What follows belongs to an exercise in optimizing a design on an open flow for small area and a short achievable clock period; a production flow would make more cautious choices. No functional check of the RTL was part of this run. Power is estimated from default activity; no workload was simulated.

### flow/design.v
module alu_mux4 (
        input  logic [3:0] d,
        input  logic [3:0] s,
        output logic       y
    );
    assign y = |(d & s);
endmodule
module alu_bit (
        input  logic       a,
        input  logic       b,
        input  logic [3:0] k,
        input  logic [2:0] r,
        input  logic [2:0] s2,
        input  logic       ya,
        input  logic       ys,
        output logic       x,
        output logic       y,
        output logic       d
    );
    assign x = k[{a, b}] | (|(r & s2));
    assign y = (b & ya) | (~b & ys);
    assign d = a ^ b;
endmodule
module alu_pre (
        input  logic [11:0] a_in,
        input  logic [11:0] b_in,
        input  logic        carry_in,
        input  logic [2:0]  func_code,
        output logic [11:0] x,
        output logic [11:0] y,
        output logic        c,
        output logic        sub,
        output logic        equ
    );
    wire ya, ys;
    logic [3:0] k, s1;
    logic [2:0] s2;
    wire [3:0] n = b_in[3:0];
    wire arith = (func_code[2:1] == 2'b00);
    assign sub = (func_code == 6'd1);
    assign ya  = (func_code == 6'd0);
    assign ys  = sub;
    always_comb begin
        case (func_code)
            6'd4: k = 4'b0110;
            6'd5: k = 4'b1000;
            6'd6:  k = 4'b1110;
            6'd7: k = 4'b0011;
            default: k = arith ? 4'b1100 : 4'b0000;
        endcase
    end
    wire       rot = (func_code[2:1] == 2'b01);
    wire       dir = func_code[0];
    wire [1:0] q = n[3:2];
    wire [1:0] nr = n[1:0];
    wire       nz = |nr;
    wire [1:0] r1 = {nr[1] ^ (dir & nr[0]), nr[0]};
    logic [1:0] q1;
    always_comb begin
        case ({dir, nz, q})
            4'b0000, 4'b0100: q1 = 2'd0;
            4'b0001, 4'b0101: q1 = 2'd1;
            4'b0010, 4'b0110: q1 = 2'd2;
            4'b1000: q1 = 2'd0;
            4'b1001: q1 = 2'd2;
            4'b1010: q1 = 2'd1;
            4'b1100: q1 = 2'd2;
            4'b1101: q1 = 2'd1;
            4'b1110: q1 = 2'd0;
            default: q1 = 2'd0;    
        endcase
    end
    wire rot_zero = (q == 2'd3) & nz;
    assign s1 = 4'b0001 << r1;
    assign s2 = (rot && !rot_zero) ? (3'b001 << q1) : 3'b000;
    wire [11:0] r, d;
    genvar i;
    generate
        for (i = 0; i < 12; i++) begin : bits
            alu_mux4 m1 (
                .d({a_in[(i + 9) % 12], a_in[(i + 10) % 12], a_in[(i + 11) % 12], a_in[i]}),
                .s(s1), .y(r[i])
            );
        end
        for (i = 0; i < 12; i++) begin : outs
            alu_bit bo (
                .a(a_in[i]), .b(b_in[i]), .k(k),
                .r({r[(i + 4) % 12], r[(i + 8) % 12], r[i]}), .s2(s2),
                .ya(ya), .ys(ys), .x(x[i]), .y(y[i]), .d(d[i])
            );
        end
    endgenerate
    assign c = (carry_in & ya) | (~carry_in & ys);
    assign equ = ~(|d);
endmodule
module pfx_ks (input logic [12:0] g, input logic [12:0] p, output logic [12:0] c);
    wire g0_0 = g[0]; wire p0_0 = p[0];
    wire g1_0 = g[1]; wire p1_0 = p[1];
    wire g2_0 = g[2]; wire p2_0 = p[2];
    wire g3_0 = g[3]; wire p3_0 = p[3];
    wire g4_0 = g[4]; wire p4_0 = p[4];
    wire g5_0 = g[5]; wire p5_0 = p[5];
    wire g6_0 = g[6]; wire p6_0 = p[6];
    wire g7_0 = g[7]; wire p7_0 = p[7];
    wire g8_0 = g[8]; wire p8_0 = p[8];
    wire g9_0 = g[9]; wire p9_0 = p[9];
    wire g10_0 = g[10]; wire p10_0 = p[10];
    wire g11_0 = g[11]; wire p11_0 = p[11];
    wire g12_0 = g[12]; wire p12_0 = p[12];
    wire g1_1 = g1_0 | (p1_0 & g0_0);
    wire p1_1 = p1_0 & p0_0;
    wire g2_1 = g2_0 | (p2_0 & g1_1);
    wire p2_1 = p2_0 & p1_1;
    wire g3_1 = g3_0 | (p3_0 & g2_1);
    wire p3_1 = p3_0 & p2_1;
    wire g4_1 = g4_0 | (p4_0 & g3_1);
    wire p4_1 = p4_0 & p3_1;
    wire g5_1 = g5_0 | (p5_0 & g4_1);
    wire p5_1 = p5_0 & p4_1;
    wire g6_1 = g6_0 | (p6_0 & g5_1);
    wire p6_1 = p6_0 & p5_1;
    wire g7_1 = g7_0 | (p7_0 & g6_1);
    wire p7_1 = p7_0 & p6_1;
    wire g8_1 = g8_0 | (p8_0 & g7_1);
    wire p8_1 = p8_0 & p7_1;
    wire g9_1 = g9_0 | (p9_0 & g8_1);
    wire p9_1 = p9_0 & p8_1;
    wire g10_1 = g10_0 | (p10_0 & g9_1);
    wire p10_1 = p10_0 & p9_1;
    wire g11_1 = g11_0 | (p11_0 & g10_1);
    wire p11_1 = p11_0 & p10_1;
    wire g12_1 = g12_0 | (p12_0 & g11_1);
    wire p12_1 = p12_0 & p11_1;
    wire g2_2 = g2_1 | (p2_1 & g0_0);
    wire p2_2 = p2_1 & p0_0;
    wire g3_2 = g3_1 | (p3_1 & g1_1);
    wire p3_2 = p3_1 & p1_1;
    wire g4_2 = g4_1 | (p4_1 & g2_2);
    wire p4_2 = p4_1 & p2_2;
    wire g5_2 = g5_1 | (p5_1 & g3_2);
    wire p5_2 = p5_1 & p3_2;
    wire g6_2 = g6_1 | (p6_1 & g4_2);
    wire p6_2 = p6_1 & p4_2;
    wire g7_2 = g7_1 | (p7_1 & g5_2);
    wire p7_2 = p7_1 & p5_2;
    wire g8_2 = g8_1 | (p8_1 & g6_2);
    wire p8_2 = p8_1 & p6_2;
    wire g9_2 = g9_1 | (p9_1 & g7_2);
    wire p9_2 = p9_1 & p7_2;
    wire g10_2 = g10_1 | (p10_1 & g8_2);
    wire p10_2 = p10_1 & p8_2;
    wire g11_2 = g11_1 | (p11_1 & g9_2);
    wire p11_2 = p11_1 & p9_2;
    wire g12_2 = g12_1 | (p12_1 & g10_2);
    wire p12_2 = p12_1 & p10_2;
    wire g4_3 = g4_2 | (p4_2 & g0_0);
    wire p4_3 = p4_2 & p0_0;
    wire g5_3 = g5_2 | (p5_2 & g1_1);
    wire p5_3 = p5_2 & p1_1;
    wire g6_3 = g6_2 | (p6_2 & g2_2);
    wire p6_3 = p6_2 & p2_2;
    wire g7_3 = g7_2 | (p7_2 & g3_2);
    wire p7_3 = p7_2 & p3_2;
    wire g8_3 = g8_2 | (p8_2 & g4_3);
    wire p8_3 = p8_2 & p4_3;
    wire g9_3 = g9_2 | (p9_2 & g5_3);
    wire p9_3 = p9_2 & p5_3;
    wire g10_3 = g10_2 | (p10_2 & g6_3);
    wire p10_3 = p10_2 & p6_3;
    wire g11_3 = g11_2 | (p11_2 & g7_3);
    wire p11_3 = p11_2 & p7_3;
    wire g12_3 = g12_2 | (p12_2 & g8_3);
    wire p12_3 = p12_2 & p8_3;
    wire g8_4 = g8_3 | (p8_3 & g0_0);
    wire p8_4 = p8_3 & p0_0;
    wire g9_4 = g9_3 | (p9_3 & g1_1);
    wire p9_4 = p9_3 & p1_1;
    wire g10_4 = g10_3 | (p10_3 & g2_2);
    wire p10_4 = p10_3 & p2_2;
    wire g11_4 = g11_3 | (p11_3 & g3_2);
    wire p11_4 = p11_3 & p3_2;
    wire g12_4 = g12_3 | (p12_3 & g4_3);
    wire p12_4 = p12_3 & p4_3;
    assign c[0] = g0_0;
    assign c[1] = g1_1;
    assign c[2] = g2_2;
    assign c[3] = g3_2;
    assign c[4] = g4_3;
    assign c[5] = g5_3;
    assign c[6] = g6_3;
    assign c[7] = g7_3;
    assign c[8] = g8_4;
    assign c[9] = g9_4;
    assign c[10] = g10_4;
    assign c[11] = g11_4;
    assign c[12] = g12_4;
endmodule
module alu_pg (
        input  logic a,
        input  logic b,
        output logic p,
        output logic g
    );
    assign p = a ^ b;
    assign g = a & b;
endmodule
module alu_post (
        input  logic [11:0] x,
        input  logic [11:0] y,
        input  logic        c,
        input  logic        sub,
        output logic [11:0] s,
        output logic        carry_out,
        output logic        overflow_out
    );
    wire [11:0] p, g;
    wire [12:0] cy;
    genvar i;
    generate
        for (i = 0; i < 12; i++) begin : bits
            alu_pg pg (.a(x[i]), .b(y[i]), .p(p[i]), .g(g[i]));
        end
    endgenerate
    pfx_ks carries (.g({g, c}), .p({p, 1'b0}), .c(cy));
    assign s = p ^ cy[11:0];
    assign carry_out = cy[12] ^ sub;
    assign overflow_out = ~p[11] & (cy[11] ^ x[11]);
endmodule
module alu_top (
        input  logic        clk,
        input  logic [11:0] a_in,
        input  logic [11:0] b_in,
        input  logic        carry_in,
        input  logic [2:0]  func_code,
        output logic [11:0] a_out,
        output logic        carry_out,
        output logic        equ_out,
        output logic        overflow_out
    );
    wire  [11:0] x_d, y_d;
    wire         c_d, sub_d, equ_d;
    logic [11:0] x_q, y_q;
    logic        c_q, sub_q, equ_q;
    alu_pre pre (
        .a_in(a_in), .b_in(b_in), .carry_in(carry_in), .func_code(func_code),
        .x(x_d), .y(y_d), .c(c_d), .sub(sub_d), .equ(equ_d)
    );
    always_ff @(posedge clk) begin
        x_q   <= x_d;
        y_q   <= y_d;
        c_q   <= c_d;
        sub_q <= sub_d;
        equ_q <= equ_d;
    end
    wire [11:0] res;
    wire        res_carry, res_overflow;
    alu_post post (
        .x(x_q), .y(y_q), .c(c_q), .sub(sub_q),
        .s(res), .carry_out(res_carry), .overflow_out(res_overflow)
    );
    always_ff @(posedge clk) begin
        a_out        <= res;
        carry_out    <= res_carry;
        equ_out      <= equ_q;
        overflow_out <= res_overflow;
    end
endmodule
### flow/flow/run.sh
#!/bin/bash
# Own layout flow: the standard ORFS flow (standard.sh), unchanged synthesis,
# with the port buffers inserted as plain buffers (BUF_CELL) instead of the
# delay cells that buffer_ports picks by default. Each step's output goes to
# a log file in the work folder; ORFS's own logs stay under orfs/logs.
set -euo pipefail
BUF_CELL=${BUF_CELL:-sky130_fd_sc_hd__buf_1}
bash standard.sh synth > synth.log 2>&1
bash standard.sh "BUFFER_PORTS_ARGS=-buffer_cell $BUF_CELL" finish > layout.log 2>&1
### flow/standard.sh
#!/bin/bash
# synth_recipe.tcl (not shown) runs the flow's synth.tcl, then flattens the netlist and writes it again
# the make line also repeats each setting of config.mk as NAME=value (left out here)
make -C /OpenROAD-flow-scripts/flow DESIGN_CONFIG=/design/flow/config.mk WORK_HOME=/design/flow/orfs CLKGATE_MAP_FILE= SYNTH_SCRIPT=/design/flow/synth_recipe.tcl "${@:-finish}"
### flow/config.mk
export PLATFORM = sky130hd
export DESIGN_NAME = alu_top
export DESIGN_NICKNAME = alu_top
export VERILOG_FILES = /design/flow/design.v
export SDC_FILE = /design/flow/constraint.sdc
export NUM_CORES = 4
export LEC_CHECK = 0
export CAP_MARGIN = 20
export CORE_MARGIN = 2
export CORE_UTILIZATION = 40
export SETUP_SLACK_MARGIN = 2.1
export SLEW_MARGIN = 20
export SYNTH_HIERARCHICAL = 1
### flow/constraint.sdc
create_clock -name core_clock -period 4.0 [get_ports {clk}]
set_input_delay 0.8000 -clock core_clock [delete_from_list [all_inputs] [get_ports {clk}]]
set_output_delay 0.8000 -clock core_clock [all_outputs]
set_load 0.01 [all_outputs]
==> flow_results.org <==
** Timing
- Total of endpoints with negative setup slack in the final report :: 0
- In the final timing run, aggregate negative setup slack is 0 ns.
- For this run, the top clock speed supported by timing is 0.5275 GHz.
- Final hold vios :: 0
- Worst slew pin tran :: 0.7498 ns
- Final Slew Violations :: 0
- RSZ-0062 raised after global routing :: true
- Headroom to the max-slew limit came out at 49.79%.
- The final critical path takes up 47.39% of the cycle.
- Across the routed clock network, the largest skew measured is 0.008578 ns.
- Time the worst path needs with I/O delays and setup :: 1.896 ns

** Floorplanning
- Floorplan die area :: 7049 µm²
- Floorplan die height :: 83.96 µm
- In this run the horizontal extent of the chip is 83.96 µm.
- Rows :: 29
- Core Footprint :: approximately 6300 µm²
- For this configuration, the core starts out at a cell density of 40.74%.
- Number of I/O pins :: between 40 and 50

** CTS
- TritonCTS clock tree :: done
- After clock tree synthesis, the clock-pin slew on the worst setup and hold paths is roughly 0.070 ns.
- The clock reaches the later pin of the worst-skew pair after 0.29 ns.
- Clock Sinks :: between 40 and 50
- The tree is rooted in a sky130_fd_sc_hd__clkbuf_8.
- No sink is reached through more buffers than the 2 on the longest clock path.
- Number of clock buffers inserted by TritonCTS :: 5
- CTS H-tree lvls :: 2

** Cells and area
- Commonest non-fill, non-tap cell in the layout :: sky130_fd_sc_hd__dfxtp_1
- Summing all multi-input logic gate instances after layout gives 1934 µm².
- The repair_antennas step left the layout with diodes totalling 0.
- The area growth from synthesis to layout is 30.63%.
- Of the cells placed in the final design, the portion with a size suffix greater than 1 is about 36%.
- Fill cell total of the finished layout :: 563
- Sequential cell area :: 844.6 µm²
- For this run, the post-layout net count is 331.
- Commonest cells after routing, fill and taps aside :: 39 x sky130_fd_sc_hd__dfxtp_1, 36 x sky130_fd_sc_hd__buf_1, 25 x sky130_fd_sc_hd__xor2_1
- Final Core Density :: 53.22%

** Detailed routing
- Routed Antenna Nets :: 0
- For this run, design rule violations remaining after detail routing come to 0.
- Via count :: about 2200
- In the routed layout, each cell is associated on average with a via count of 5.880.
- First-pass iteration count of the detailed router :: 6
- The final layout contains routed wiring with a total length of 6.288 mm.
- After the first detailed-routing iteration, the DRC count stood at roughly 150.
- Wire per inst :: 17.09 µm

** Global routing
- The number of global-route vias before repair was about 2000.
- After global routing the overflow that remains totals 0.
- Initial antenna violation count :: 0
- Aggregate global-route resource usage :: 17.19%
- Largest net degree at the start of global routing :: 15
- The first global-routing pass estimated 9.784 mm of wire.

** Setup path
- Slowest stage delay, CP :: 0.38 ns
- Kind of cell adding the most delay to the critical path :: compound AO/OA/AOI/OAI gates
- Buffers plus inverters on the worst setup path :: 1
- For the worst setup path, the data arrival time is 2.06 ns.
- Crit start category :: input pin
- The critical path goes through buf_12 -> nor2_4 -> mux2i_4 -> o21ai_4 -> a222oi_1 -> nand2b_1.
- At the worst endpoint, the required time is 4.17 ns.
- The critical path in this run is classified as in -> reg.
- Internal reg-to-reg setup slack :: 2.13 ns
- Critical Path Sink Type :: flop
- Slowest cell on the critical path :: sky130_fd_sc_hd__a222oi_1
- Along the worst path, the maximum fanout reaches 10.

** Run status
- The run finished with no timing, DRC or antenna violations.

** Synthesis
- Average cell area after synthesis :: 10.66 µm²
- Netlist area before placement :: around 2600 µm²
- Number of warnings issued by yosys :: 8
- Counting every net in the synthesized netlist gives around 280.
- Synthesized instance count :: 240

** Min path
- The min-delay analysis places its worst path in the category reg -> reg.

** Place
- Number of port buffers :: 43
- Routability-driven placement finished with a final weighted congestion of just over 0.9.
- After legalization and detailed placement, the total HPWL measured 4.254 mm.

** Power
- Power density relative to cell area :: 386.2 nW/µm²
- Leakage Power :: 0.001382 µW
- Worst VDD drop :: 0.2042 mV

** Run
- The tool flagged a number of max-cap violations equal to 0.
registers in the layout, summed over array words and instances, names as in the netlist:
signal	flops
equ_out	1
carry_out	1
equ_q	1
overflow_out	1
c_q	1
a_out	12
x_q	12
y_q	12
sub_q	1
worst reg2reg max path, stage by stage, from the launching register on:
cell and delay [ns]:
sky130_fd_sc_hd__dfxtp_2 0.34, sky130_fd_sc_hd__ha_4 0.23, sky130_fd_sc_hd__a21o_1 0.21, sky130_fd_sc_hd__a311o_1 0.30, sky130_fd_sc_hd__a21o_1 0.20, sky130_fd_sc_hd__a21o_1 0.18, sky130_fd_sc_hd__a31o_1 0.19, sky130_fd_sc_hd__xor2_1 0.13
where the power goes:
group	switching [µW]	leakage (µW)	internal [µW]
clock	140	0.0000714	266
combinational	205	0.000960	172
sequential	21.5	0.000351	485
per-stage QoR:
stage | cells | hold WS (ns) | instance area [µm²] | power, µW | setup slack, ns
2_1_floorplan | 240 | 0.3096 | 2600 | 738.0 | 2.048
4_1_cts | 360 | 0.3336 | 3039 | 1255 | 2.082
6_report | 368 | 0.3308 | 3341 | 1290 | 2.104
3_5_place_dp | 345 | 0.3157 | 2741 | 820.9 | 1.277
3_3_place_gp | 345 | 0.3109 | 2741 | 819.5 | 1.291
5_1_grt | 368 | 0.3454 | 3341 | 1366 | 2.031
cell type report:
type                    instances  area share, %
clock buffers                   6          2.472
well taps                      77          2.884
flip-flops and latches         42          25.28
inverters                       2         0.2247
multi-input cells             184          57.90
repair buffers                 55          9.438
clock inverters                 2          1.798
final timing paths:
path                            startpoint  endpoint  depth (start not counted)
worst max register to register      x_q[0]  a_out[7]                          7
worst max-delay path               b_in[0]    x_q[2]                          6
worst min-delay path                 equ_q   equ_out                          0
worst min register to register       equ_q   equ_out                          0
per-layer routing:
layer | up-vias | part of all wire (%) | track usage (%)
met2 | 92 | 50 | 26.98
li1 | 1027 | - | -
met3 | 12 | 7.0 | 3.561
met5 | - | 0 | 0
met4 | 0 | 2.3 | 6.158
met1 | 1033 | 41 | 23.44
repair_timing:
action                     in CTS  in global routing
buffers inserted                7                  5
gates resized for setup        21                 54
setup endpoints to repair      30                 18
pin swaps                       8                 39
cloned                          0                  3
hold buffers                    0                  0

==> static timing again, ports no longer ideal <==
Ports are ideal in the flow. The routed layout listed here was re-timed in OpenROAD. Step 1: set_driving_cell puts a clkbuf_16 on clk and a buf_2 on each other input, an assumption about the parent block. Step 2 times the ports against the registers' clock, not the clock port: input delays grow and output delays shrink by t, the midpoint of the rising clock arrivals with the driver on. Slacks: no drivers / after step 1 / after step 2; pairs: no drivers / after step 1.
shift t [ns]: 0.313
setup WS [ns]: 2.104 / 2.080 / 1.767
cell pins on the clock port's net: 1
After both steps this run still meets setup and hold. For this run, drivers alone change the setup slack by -0.024 ns; drivers and shift together by -0.337 ns.
